This design comes from an exercise in tuning for small area on the open sky130 flow, not from production work.
The RTL was checked by simulation tests, not by an equivalence proof against the original design.
The clock input has no modelled driver; a real chip could not lean on it and would need a root buffer or a full tree.

==> v23: inputs <==
==> flow/design.v <==
`timescale 1ns / 1ps
module Car_Alarm_System_S (
input Brake_depressed_switch , Hidden_switch , Ignition_switch , Driver_door , Passenger_door ,Clock, System_reset,
output Fuel_pump_power , Siren , Status_indicator
);
  wire rst, ig, brk, hid, dd, pd;
  Debouncer D1 (Clock, System_reset, rst);
  Debouncer D2 (Clock, Ignition_switch, ig);
  Debouncer D3 (Clock, Brake_depressed_switch, brk);
  Debouncer D4 (Clock, Hidden_switch, hid);
  Debouncer D5 (Clock, Driver_door, dd);
  Debouncer D6 (Clock, Passenger_door, pd);
  reg fp_q;
  assign Fuel_pump_power = ~rst & ig & ((brk & hid) | fp_q);
  always @(posedge Clock) fp_q <= Fuel_pump_power;
  localparam Armed = 3'b000, Triggered = 3'b111, Sound_Alarm = 3'b100, Disarmed = 3'b010, Ignition_off = 3'b011, Door_open = 3'b001, Door_close = 3'b101, Alarm_on = 3'b110;
  reg [2:0] state, next_state;
  reg [1:0] cls;
  reg start, drv;
  reg expired;
  wire tick;
  wire door = dd | pd;
  always @(*) begin
    case (state)
      Armed:        next_state = ig ? Disarmed : door ? Triggered : Armed;
      Triggered:    next_state = ig ? Disarmed : expired ? Sound_Alarm : Triggered;
      Sound_Alarm:  next_state = (~door | ig) ? Alarm_on : Sound_Alarm;
      Alarm_on:     next_state = ~expired ? Alarm_on : ~door ? Armed : ig ? Disarmed : Alarm_on;
      Disarmed:     next_state = ig ? Disarmed : Ignition_off;
      Ignition_off: next_state = dd ? Door_open : Ignition_off;
      Door_open:    next_state = ~door ? Door_close : Door_open;
      default:      next_state = expired ? Armed : door ? Door_open : Door_close;
    endcase
  end
  always @(posedge Clock) begin
    state <= rst ? Armed : next_state;
    case (state)
      Armed:                 cls <= 2'b01;
      Triggered:             cls <= 2'b10;
      Sound_Alarm, Alarm_on: cls <= 2'b11;
      default:               cls <= 2'b00;
    endcase
    start <= (state == Armed & ~ig & door) | (state == Sound_Alarm & (~door | ig)) |
             (state == Door_open & ~door);
    drv <= dd;
  end
  assign Siren = cls[1] & cls[0];
  reg [3:0] counter;
  wire [3:0] value = (cls == 2'b01) ? (drv ? 4'd2 : 4'd15) : cls[1] ? 4'd10 : 4'd6;
  always @(posedge Clock) begin
    if (rst)
      counter <= 4'd0;
    else if (start)
      counter <= value;
    else if (tick && counter != 4'd0)
      counter <= counter - 1'b1;
    expired <= ~rst & ~start & tick & (counter == 4'd1);
  end
  TickDivider TD (Clock, rst | start, tick);
  reg led;
  assign Status_indicator = led;
  always @(posedge Clock)
    if (rst)
      led <= 1'b0;
    else if (tick)
      led <= cls[1] | (cls[0] & ~led);
endmodule
module Debouncer (input clock, I, output O);
  reg [10:0] r;
  reg IReg;
  wire diff = IReg ^ I;
  wire z = (r[9:0] == 10'b1010101010);
  wire settled = z & ~r[10];
  assign O = settled ? IReg : ~IReg;
  always @(posedge clock) begin
    IReg <= I;
    if (diff)
      r <= settled ? 11'b11010101100 : 11'b01010101010;
    else
      r <= {~r[9:0], ~z & (r[10] ^ r[8])};
  end
endmodule
module TickDivider (input clk, rst, output tick);
  reg [13:0] q;
  wire z = (q[12:0] == 13'b1010101010101);
  assign tick = z & ~q[13];
  always @(posedge clk)
    if (rst)
      q <= 14'b01010101010100;
    else
      q <= {~q[12:0], q[13] ^ q[4] ^ q[2] ^ q[0] ^ z};
endmodule
==> flow/flow/run.sh <==
#!/bin/bash
set -euo pipefail
WORK="$PWD"
RES="$WORK/orfs/results/${FLOW_PLATFORM}/Car_Alarm_System_S/base"
export CTS_ARGS="-sink_clustering_enable -repair_clock_nets -dont_use_dummy_load -buf_list sky130_fd_sc_hd__clkbuf_8 -root_buf sky130_fd_sc_hd__clkbuf_8"
export BUFFER_PORTS_ARGS="-buffer_cell sky130_fd_sc_hd__buf_1"
export POST_CTS_TCL="$WORK/flow/post_cts.tcl"

bash standard.sh synth > standard_synth.log 2>&1

cp "$RES/1_2_yosys.v" "$WORK/standard_1_2_yosys.v"
LIB="$FLOW_HOME/platforms/${FLOW_PLATFORM}/lib/sky130_fd_sc_hd__tt_025C_1v80.lib" \
NETLIST_IN="$WORK/standard_1_2_yosys.v" NETLIST_OUT="$WORK/remapped.v" \
ABC_SCRIPT="$WORK/flow/area.abc" \
  "$FLOW_HOME/../tools/install/yosys/bin/yosys" -c "$WORK/flow/remap.tcl" > remap.log 2>&1
cp "$WORK/remapped.v" "$RES/1_2_yosys.v"
rm -f "$RES/1_synth.odb" "$RES/1_synth.sdc"

bash standard.sh finish > standard_finish.log 2>&1
==> flow/flow/area.abc <==
strash
&get -n
&fraig -x
&deepsyn -T 120
&put
strash
&get -n
&dch -f
&nf -R 1000
&put
strash
&get -n
&dch -f
&nf -R 1000
&put
==> flow/flow/post_cts.tcl <==
# Sourced by ORFS's cts.tcl after clock_tree_synthesis (POST_CTS_TCL): replaces
# the H-tree by three large leaf buffers driven by the clock port, each driving
# one cluster of equal size, then legalizes the new buffers.
source [file join [file dirname [info script]] tree.tcl]
rebuild_clock_tree [lrepeat 3 sky130_fd_sc_hd__clkbuf_16]
detailed_placement
check_placement -verbose
estimate_parasitics -placement
report_clock_skew
==> flow/flow/remap.tcl <==
# Re-maps the combinational logic of the standard synthesis netlist for
# area. The flip-flops are kept as they are (same instances, names and cells):
# their cell modules are kept as hierarchy, so only the logic between them is
# flattened and given to ABC.
yosys -import
set lib $::env(LIB)
set top $::env(FLOW_TOP)
read_liberty -ignore_miss_func $lib
read_verilog $::env(NETLIST_IN)
hierarchy -top $top
setattr -mod -set keep_hierarchy 1 sky130_fd_sc_hd__dfxtp_1 sky130_fd_sc_hd__edfxtp_1
flatten
opt_clean
abc -liberty $lib -dont_use sky130_fd_sc_hd__lpflow* -dont_use sky130_fd_sc_hd__probe* -script $::env(ABC_SCRIPT)
opt_clean -purge
hilomap -singleton -hicell sky130_fd_sc_hd__conb_1 HI -locell sky130_fd_sc_hd__conb_1 LO
splitnets
opt_clean -purge
tee -o $::env(NETLIST_OUT).stat stat -liberty $lib
select $top
write_verilog -noattr -nohex -nodec -selected $::env(NETLIST_OUT)
==> flow/flow/tree.tcl <==
# Rebuild the clock tree: the clock port drives a few leaf buffers directly,
# each leaf buffer drives one cluster of flip-flops (k-means on position).
# leafcells lists the leaf buffer cells; the largest cluster gets the first.
proc rebuild_clock_tree {leafcells} {
  set nleaf [llength $leafcells]
  set block [ord::get_db_block]
  set db [ord::get_db]
  set clk [$block findNet Clock]
  set sinks {}
  set bufs {}
  set todo [list $clk]
  while {[llength $todo]} {
    set net [lindex $todo 0]
    set todo [lrange $todo 1 end]
    foreach it [$net getITerms] {
      if {![$it isInputSignal] && [$it getIoType] ne "INPUT"} { continue }
      set inst [$it getInst]
      set m [[$inst getMaster] getName]
      if {[string match "*clkbuf*" $m] || [string match "*clkinv*" $m] || [string match "*buf_*" $m]} {
        lappend bufs $inst
        foreach o [$inst getITerms] {
          if {[$o getIoType] eq "OUTPUT" && [$o getNet] ne "NULL"} { lappend todo [$o getNet] }
        }
      } else {
        lappend sinks $it
      }
    }
  }
  set oldnets {}
  foreach it $sinks { $it disconnect }
  foreach inst $bufs {
    foreach o [$inst getITerms] {
      if {[$o getIoType] eq "OUTPUT" && [$o getNet] ne "NULL"} { lappend oldnets [$o getNet] }
    }
    odb::dbInst_destroy $inst
  }
  foreach n $oldnets { if {[llength [$n getITerms]] == 0} { odb::dbNet_destroy $n } }
  # positions
  set pts {}
  foreach it $sinks {
    set b [[$it getInst] getBBox]
    lappend pts [list [expr {([$b xMin]+[$b xMax])/2.0}] [expr {([$b yMin]+[$b yMax])/2.0}]]
  }
  # k-means, initial centres spread along sorted x then y
  set n [llength $pts]
  set cs {}
  for {set k 0} {$k < $nleaf} {incr k} {
    lappend cs [lindex $pts [expr {int(($k + 0.5) * $n / $nleaf)}]]
  }
  # k-means with equal cluster sizes (at most ceil(n/nleaf) flip-flops each):
  # each round assigns the closest (flip-flop, centre) pairs first
  set cap [expr {($n + $nleaf - 1) / $nleaf}]
  for {set iter 0} {$iter < 30} {incr iter} {
    set pairs {}
    set i 0
    foreach p $pts {
      for {set k 0} {$k < $nleaf} {incr k} {
        set c [lindex $cs $k]
        lappend pairs [list [expr {abs([lindex $p 0]-[lindex $c 0]) + abs([lindex $p 1]-[lindex $c 1])}] $i $k]
      }
      incr i
    }
    set asg [lrepeat $n -1]
    set fill [lrepeat $nleaf 0]
    foreach pr [lsort -real -index 0 $pairs] {
      lassign $pr d i k
      if {[lindex $asg $i] >= 0 || [lindex $fill $k] >= $cap} { continue }
      lset asg $i $k
      lset fill $k [expr {[lindex $fill $k] + 1}]
    }
    set ncs {}
    for {set k 0} {$k < $nleaf} {incr k} {
      set sx 0; set sy 0; set cnt 0
      foreach p $pts a $asg { if {$a == $k} { set sx [expr {$sx+[lindex $p 0]}]; set sy [expr {$sy+[lindex $p 1]}]; incr cnt } }
      if {$cnt} { lappend ncs [list [expr {$sx/$cnt}] [expr {$sy/$cnt}]] } else { lappend ncs [lindex $cs $k] }
    }
    set cs $ncs
  }
  # the largest clusters get the first (strongest) cells of the list
  set sizes {}
  for {set k 0} {$k < $nleaf} {incr k} {
    set cnt 0
    foreach a $asg { if {$a == $k} { incr cnt } }
    lappend sizes [list $k $cnt]
  }
  set order {}
  foreach kc [lsort -integer -decreasing -index 1 $sizes] { lappend order [lindex $kc 0] }
  for {set j 0} {$j < $nleaf} {incr j} {
    set k [lindex $order $j]
    set master [$db findMaster [lindex $leafcells $j]]
    set inst [odb::dbInst_create $block $master "clkleaf_$k"]
    set net [odb::dbNet_create $block "clknet_leaf_$k"]
    $net setSigType CLOCK
    [$inst findITerm A] connect $clk
    [$inst findITerm X] connect $net
    set c [lindex $cs $k]
    $inst setLocation [expr {int([lindex $c 0])}] [expr {int([lindex $c 1])}]
    $inst setPlacementStatus PLACED
    foreach it $sinks a $asg { if {$a == $k} { $it connect $net } }
    puts "clock leaf $k: [llength [$net getITerms]] pins"
  }
}
==> flow/standard.sh <==
#!/bin/bash
# synth_recipe.tcl (not shown) runs the flow's synth.tcl, then flattens the netlist and writes it again
# the make line also repeats each setting of config.mk as NAME=value (left out here)
make -C /OpenROAD-flow-scripts/flow DESIGN_CONFIG=/design/flow/config.mk WORK_HOME=/design/flow/orfs CLKGATE_MAP_FILE= SYNTH_SCRIPT=/design/flow/synth_recipe.tcl "${@:-finish}"
==> flow/config.mk <==
export PLATFORM = sky130hd
export DESIGN_NAME = Car_Alarm_System_S
export DESIGN_NICKNAME = Car_Alarm_System_S
export VERILOG_FILES = /design/flow/design.v
export SDC_FILE = /design/flow/constraint.sdc
export NUM_CORES = 4
export LEC_CHECK = 0
export CAP_MARGIN = 20
export CORE_MARGIN = 2
export CORE_UTILIZATION = 70
export SLEW_MARGIN = 20
==> flow/constraint.sdc <==
create_clock -name core_clock -period 10.0 [get_ports {Clock}]
set_input_delay 2.0000 -clock core_clock [delete_from_list [all_inputs] [get_ports {Clock}]]
set_output_delay 2.0000 -clock core_clock [all_outputs]
set_load 0.01 [all_outputs]
==> v9: changes against v23 <==
--- a/flow/design.v
+++ b/flow/design.v
@@ -15,3 +15,3 @@
   always @(posedge Clock) fp_q <= Fuel_pump_power;
-  localparam Armed = 3'b000, Triggered = 3'b111, Sound_Alarm = 3'b100, Disarmed = 3'b010, Ignition_off = 3'b011, Door_open = 3'b001, Door_close = 3'b101, Alarm_on = 3'b110;
+  localparam Armed = 3'b000, Triggered = 3'b010, Sound_Alarm = 3'b011, Disarmed = 3'b001, Ignition_off = 3'b101, Door_open = 3'b110, Door_close = 3'b100, Alarm_on = 3'b111;
   reg [2:0] state, next_state;
@@ -67,3 +67,3 @@
 endmodule
-module Debouncer (input clock, I, output O);
+module Debouncer (input clock, I, output reg O);
   reg [10:0] r;
@@ -71,5 +71,3 @@
   wire diff = IReg ^ I;
-  wire z = (r[9:0] == 10'b1010101010);
-  wire settled = z & ~r[10];
-  assign O = settled ? IReg : ~IReg;
+  wire at_end = (r[10:1] == 10'b0101010101);
   always @(posedge clock) begin
@@ -77,5 +75,7 @@
     if (diff)
-      r <= settled ? 11'b11010101100 : 11'b01010101010;
+      r <= 11'b01010100111;
     else
-      r <= {~r[9:0], ~z & (r[10] ^ r[8])};
+      r <= {~r[9:0], r[10] ^ r[8]};
+    if (!diff && at_end)
+      O <= IReg;
   end
==> flow/flow/area.abc (replaced) <==
strash
&get -n
&fraig -x
&put
scorr
dc2
strash
&get -n
&dch -f
&nf -R 1000
&put
strash
&get -n
&dch -f
&nf -R 1000
&put
==> flow/flow/post_cts.tcl (replaced) <==
# Sourced by ORFS's cts.tcl after clock_tree_synthesis (POST_CTS_TCL): replaces
# the H-tree by three large leaf buffers driven by the clock port, each driving
# one cluster of flip-flops, then legalizes the new buffers.
source [file join [file dirname [info script]] tree.tcl]
rebuild_clock_tree 3 sky130_fd_sc_hd__clkbuf_16
detailed_placement
check_placement -verbose
estimate_parasitics -placement
report_clock_skew
--- a/flow/flow/tree.tcl
+++ b/flow/flow/tree.tcl
@@ -2,5 +2,3 @@
 # each leaf buffer drives one cluster of flip-flops (k-means on position).
-# leafcells lists the leaf buffer cells; the largest cluster gets the first.
-proc rebuild_clock_tree {leafcells} {
-  set nleaf [llength $leafcells]
+proc rebuild_clock_tree {nleaf leafcell} {
   set block [ord::get_db_block]
@@ -49,22 +47,12 @@
   }
-  # k-means with equal cluster sizes (at most ceil(n/nleaf) flip-flops each):
-  # each round assigns the closest (flip-flop, centre) pairs first
-  set cap [expr {($n + $nleaf - 1) / $nleaf}]
   for {set iter 0} {$iter < 30} {incr iter} {
-    set pairs {}
-    set i 0
+    set asg {}
     foreach p $pts {
+      set best 0; set bd 1e30
       for {set k 0} {$k < $nleaf} {incr k} {
         set c [lindex $cs $k]
-        lappend pairs [list [expr {abs([lindex $p 0]-[lindex $c 0]) + abs([lindex $p 1]-[lindex $c 1])}] $i $k]
+        set d [expr {abs([lindex $p 0]-[lindex $c 0]) + abs([lindex $p 1]-[lindex $c 1])}]
+        if {$d < $bd} { set bd $d; set best $k }
       }
-      incr i
-    }
-    set asg [lrepeat $n -1]
-    set fill [lrepeat $nleaf 0]
-    foreach pr [lsort -real -index 0 $pairs] {
-      lassign $pr d i k
-      if {[lindex $asg $i] >= 0 || [lindex $fill $k] >= $cap} { continue }
-      lset asg $i $k
-      lset fill $k [expr {[lindex $fill $k] + 1}]
+      lappend asg $best
     }
@@ -78,14 +66,4 @@
   }
-  # the largest clusters get the first (strongest) cells of the list
-  set sizes {}
+  set master [$db findMaster $leafcell]
   for {set k 0} {$k < $nleaf} {incr k} {
-    set cnt 0
-    foreach a $asg { if {$a == $k} { incr cnt } }
-    lappend sizes [list $k $cnt]
-  }
-  set order {}
-  foreach kc [lsort -integer -decreasing -index 1 $sizes] { lappend order [lindex $kc 0] }
-  for {set j 0} {$j < $nleaf} {incr j} {
-    set k [lindex $order $j]
-    set master [$db findMaster [lindex $leafcells $j]]
     set inst [odb::dbInst_create $block $master "clkleaf_$k"]
==> impl_metrics.toml <==
[cells_and_area]
multi_input_area_sq_um = 1110
drive_above_1_share = 0.00920
mostFrequentLayoutCells = "100 x dfxtp_1, 50 x nor2_1, 49 x nand2_1"

[outcome]
outcome = "timing/DRC/antenna clean"

[power_and_ir_drop]
p_clk_w = 0.000149

[grt]
use_met1 = 0.273

[logic_synthesis]
synth_nets = 321

[detailed_routing]
met3_length_microns = 151
# the run above: v23

==> impl_metrics.toml <==
[outcome]
outcome = "timing/DRC/antenna clean"

[logic_synthesis]
synth_nets = 313

[cells_and_area]
mostFrequentLayoutCells = "100 x dfxtp_1, 57 x nor2_1, 56 x nand2_1"

[grt]
use_met1 = 0.257
# the run above: v9

No run of this note takes its clock network from TritonCTS; it comes from the design's own scripts or RTL.

==> static timing again, ports no longer ideal <==
In the flow no input, the clock included, has a driving cell. The finished layouts below were timed again as built, in two steps. Step 1 assumes that a clkbuf_16 drives the clock port and a buf_2 every other input. Step 2 moves the port delays by t, midway between the first and last clock arrival at a register: inputs arrive t later, outputs are due t later. That takes back most of the time a late clock gives input paths. Slacks: ideal / step 1 / step 2; pairs: ideal / step 1.
run | t, ns | setup slack, ns | slew at the worst register clock pin (ns) | worst data-port slew with drivers (ns) | pins driven straight from the clock port
v23 | 0.228 | 5.975 / 5.917 / 6.145 | 0.11 / 0.11 | 0.03 | 3
v9 | 0.227 | 6.771 / 6.713 / 6.848 | 0.12 / 0.12 | 0.03 | 3
After both steps every run listed still meets setup and hold.
